From an optimization exercise on the open Yosys and OpenROAD flow, aimed at small area, a short achievable clock period and few clock cycles per item; shortcuts taken in it are not production practice.
Only simulation tests tie the RTL to the original design; equivalence was not proved.

## pipelined_div_radix2
module pipelined_div_radix2 #(
		parameter COMB_BUSY = 0
	)(
		input wire iCLOCK,
		input wire inRESET,
		input wire iREMOVE,
		output wire oSOURCE_BUSY,
		input wire iSOURCE_VALID,
		input wire iSOURCE_SIGN,
		input wire [31:0] iSOURCE_DIVIDEND,
		input wire [31:0] iSOURCE_DIVISOR,
		input wire iOUT_BUSY,
		output wire oOUT_VALID,
		output wire [31:0] oOUT_DATA_Q,
		output wire [31:0] oOUT_DATA_R
	);
clock: 10.0 ns
lec_check: 0
cap_margin: 20
core_margin: 2
core_utilization: 60
cts_buf_list: sky130_fd_sc_hd__clkbuf_4 sky130_fd_sc_hd__clkbuf_8
slew_margin: 20
standard.sh (not shown) runs the stock make flow with config.mk's settings and CLKGATE_MAP_FILE= SYNTH_SCRIPT=/design/flow/synth_recipe.tcl, a recipe that flattens the netlist after the stock synthesis.
==> flow/flow/run.sh <==
#!/bin/bash
cp standard.sh standard_sh.txt
export SETUP_SLACK_MARGIN=6.4
# Port buffers: the smallest buffer (resizing still upsizes where needed)
export BUFFER_PORTS_ARGS="-buffer_cell sky130_fd_sc_hd__buf_1"
bash standard.sh > standard.log 2>&1
Testbench counts at the start, summed over its fixed seeds: cycles 33,050, items 2,048.
Edit:
==> flow/flow/run.sh (replaced) <==
#!/bin/bash
cp standard.sh standard_sh.txt
export SETUP_SLACK_MARGIN=6.6
# Port buffers: the smallest buffer (resizing still upsizes where needed)
export BUFFER_PORTS_ARGS="-buffer_cell sky130_fd_sc_hd__buf_1"
bash standard.sh > standard.log 2>&1
Settings changed: CORE_UTILIZATION 60 to 40.
First-iteration DRC count rises by about a fifth.
Worst setup slack improved by 0.036 ns.
Design area rises by a little under a tenth.
Final cell count rises by a little under a tenth.
Synthesized area is unchanged.
Clock skew rises by 0.0057 ns.
Global-route usage falls by 8.9 points.
Sequential share of layout area falls by 2.0 points.
Utilization falls by 20 points.
Register-to-register slack is about the same.
Routed wire length rises by about a fifth.
Edit:
==> flow/flow/run.sh (replaced) <==
#!/bin/bash
cp standard.sh standard_sh.txt
export SETUP_SLACK_MARGIN=6.4
# Port buffers: the smallest buffer (resizing still upsizes where needed)
export BUFFER_PORTS_ARGS="-buffer_cell sky130_fd_sc_hd__buf_1"
bash standard.sh > standard.log 2>&1
Settings changed: CAP_MARGIN 20 to 0, SLEW_MARGIN 20 to 0.
What happened:
- The new run finished clean
- final cell count goes down by 1.1%
- wire length shrinks by 7.1%
- cell area went down by 6.2%
- worst setup slack is worse by 0.026 ns
- core utilization fell by 3.1 points

---

Starting RTL as in the previous note.
Settings: LEC_CHECK=0, CAP_MARGIN=20, CORE_MARGIN=2, CORE_UTILIZATION=40, CTS_BUF_LIST=sky130_fd_sc_hd__clkbuf_4 sky130_fd_sc_hd__clkbuf_8, GPL_ROUTABILITY_DRIVEN=0, GPL_TIMING_DRIVEN=0, SLEW_MARGIN=20; clock period 10.0 ns.
==> flow/flow/run.sh <==
#!/bin/bash
cp standard.sh standard_sh.txt
export SETUP_SLACK_MARGIN=6.4
# Port buffers: the smallest buffer (resizing still upsizes where needed)
export BUFFER_PORTS_ARGS="-buffer_cell sky130_fd_sc_hd__buf_1"
bash standard.sh > standard.log 2>&1
The first run finished clean.
Testbench counts at the start, summed over its fixed seeds: cycles 33,050, items 2,048.
==> next run, changes <==
==> flow/flow/run.sh (replaced) <==
#!/bin/bash
cp standard.sh standard_sh.txt
export SETUP_SLACK_MARGIN=6.6
bash standard.sh > standard.log 2>&1
--- a/flow/config.mk
+++ b/flow/config.mk
@@ -10,5 +10,2 @@
 export CORE_UTILIZATION = 40
-export CTS_BUF_LIST = sky130_fd_sc_hd__clkbuf_4 sky130_fd_sc_hd__clkbuf_8
-export GPL_ROUTABILITY_DRIVEN = 0
-export GPL_TIMING_DRIVEN = 0
 export SLEW_MARGIN = 20
Effect: The changed run went through all stages and came out clean; synthesized area is unchanged; sequential share of layout area went down by 3.9 points; routed wire length grows by 6.9%; maximum frequency stays flat.
==> next run, changes <==
==> flow/flow/run.sh (replaced) <==
#!/bin/bash
cp standard.sh standard_sh.txt
export SETUP_SLACK_MARGIN=6.4
bash standard.sh > standard.log 2>&1
Critical path depth went down by 1.
Worst setup slack gets better by 0.052 ns.
Clock-buffer cell count goes down by 4.
Final cell count fell by a few percent.
Worst hold slack is better by 0.0057 ns.
Global-route usage went down by 1.9 points.
Routed wire length shrinks by roughly a tenth.
==> next run, changes <==
==> flow/flow/run.sh (replaced) <==
#!/bin/bash
cp standard.sh standard_sh.txt
export SETUP_SLACK_MARGIN=6.2
# Port buffers: the smallest buffer (resizing still upsizes where needed)
export BUFFER_PORTS_ARGS="-buffer_cell sky130_fd_sc_hd__buf_1"
bash standard.sh > standard.log 2>&1
--- a/flow/config.mk
+++ b/flow/config.mk
@@ -10,2 +10,3 @@
 export CORE_UTILIZATION = 40
+export CTS_BUF_LIST = sky130_fd_sc_hd__clkbuf_4 sky130_fd_sc_hd__clkbuf_8
 export SLEW_MARGIN = 20
After rerunning: The changed run passed the timing, DRC and antenna checks. Global-route usage decreases by 1.3 points. Sequential share of layout area climbs by 3.0 points. Setup slack loses 0.23 ns. Cell area drops by 12%. Hold slack improved by 0.0083 ns. Non-clock buffer count is lower by 31. Wire length shrinks by 5.8%. Final cell count came out lower by 1.7%. Critical path depth is lower by 10. Flip-flop and latch count is unchanged.

---

pipelined_div_radix2 again, from the RTL that the note above started with.
export LEC_CHECK = 0
export CAP_MARGIN = 20
export CORE_MARGIN = 2
export CORE_UTILIZATION = 40
export CTS_BUF_LIST = sky130_fd_sc_hd__clkbuf_4 sky130_fd_sc_hd__clkbuf_8
export SLEW_MARGIN = 20
export TNS_END_PERCENT = 10
create_clock -name core_clock -period 10.0 [get_ports {iCLOCK}]
==> flow/flow/run.sh <==
#!/bin/bash
cp standard.sh standard_sh.txt
export SETUP_SLACK_MARGIN=6.4
# Port buffers: the smallest buffer (resizing still upsizes where needed)
export BUFFER_PORTS_ARGS="-buffer_cell sky130_fd_sc_hd__buf_1"
bash standard.sh > standard.log 2>&1
Testbench counts at the start, summed over its fixed seeds: cycles 33,050, items 2,048.
Next try:
CTS_CLUSTER_DIAMETER = 100   (was not set)
CTS_CLUSTER_SIZE = 40   (was not set)
TNS_END_PERCENT = not set   (was 10)
Result:
- The changed run finished with timing, DRC and antenna clean
- cell area hardly moves
- sequential cell count does not change
- die area is unchanged
- synthesized area does not change
- global-route usage increases by 0.31 points
- synthesized cell count does not change
- utilization barely changes
Next try:
CTS_CLUSTER_DIAMETER = not set   (was 100)
CTS_CLUSTER_SIZE = not set   (was 40)
TNS_END_PERCENT = 50   (was not set)
Synthesized cell count is unchanged; clock-buffer cell count shrinks by 5; utilization grows by 0.57 points; cell area went up by 1.2%; clock skew barely changes; sequential share of layout area decreases by 0.30 points.
Next try:
PLACE_DENSITY = 0.75   (was not set)
TNS_END_PERCENT = not set   (was 50)
Effect:
- The changed run completed without violations
- worst setup slack improved by 0.12 ns
- sequential share of layout area stays flat
- global-route usage drops by 0.58 points
- via count rises by 3.0%
- first-iteration DRC count climbs by 43%
- area after synthesis does not change
- final area is about the same
- register-to-register slack gains 0.12 ns
Next try:
PLACE_DENSITY = not set   (was 0.75)
Outcome: The changed run ran to the end with no violations; setup slack got worse by 0.034 ns; first-iteration DRC count went down by about 30%; cell count went down by about 0.4%; area after synthesis stays the same; hold slack improved by 0.024 ns; synthesized cell count does not change; non-clock buffer count went down by 4.

## port drivers added, routing unchanged
Ports are ideal in the flow. The routed layouts listed here were re-timed in OpenROAD.
Step 1, drivers: a clkbuf_16 drives iCLOCK and a buf_2 each remaining input, both assumed.
Step 2 moves the port delays by t, midway between the first and last clock arrival at a register: inputs arrive t later, outputs are due t later. That takes back most of the time a late clock gives input paths.
Three values: no drivers, after step 1, after step 2; two values: the first two.
run	shift t [ns]	slack for setup (ns)	hold WS [ns]	latest minus earliest clock arrival (ns)
the first run of note 1	0.500	6.396 / 6.417 / 5.917	0.537 / 0.537 / 0.537	0.019 / 0.018
the second run of note 1	0.504	6.432 / 6.432 / 6.115	0.532 / 0.532 / 0.532	0.024 / 0.025
the third run of note 1	0.504	6.406 / 6.406 / 6.016	0.546 / 0.546 / 0.546	0.019 / 0.019
the first run of note 2	0.507	6.361 / 6.361 / 5.964	0.550 / 0.550 / 0.550	0.021 / 0.022
the second run of note 2	0.473	6.371 / 6.371 / 6.186	0.529 / 0.529 / 0.529	0.013 / 0.012
the third run of note 2	0.473	6.423 / 6.406 / 5.977	0.535 / 0.535 / 0.535	0.012 / 0.011
the fourth run of note 2	0.502	6.193 / 6.217 / 5.714	0.543 / 0.543 / 0.543	0.014 / 0.015
the first run of note 3	0.506	6.361 / 6.370 / 5.876	0.522 / 0.522 / 0.522	0.019 / 0.020
the second run of note 3	0.502	6.402 / 6.402 / 6.025	0.548 / 0.548 / 0.548	0.018 / 0.017
the third run of note 3	0.512	6.320 / 6.320 / 5.886	0.526 / 0.526 / 0.526	0.015 / 0.015
the fourth run of note 3	0.499	6.436 / 6.436 / 5.965	0.524 / 0.524 / 0.524	0.022 / 0.021
the fifth run of note 3	0.502	6.402 / 6.402 / 6.025	0.548 / 0.548 / 0.548	0.018 / 0.017
After both steps every run listed still meets setup and hold. For the first run of note 3, which loses most, drivers alone change the setup slack by +0.009 ns; drivers and shift together by -0.485 ns.
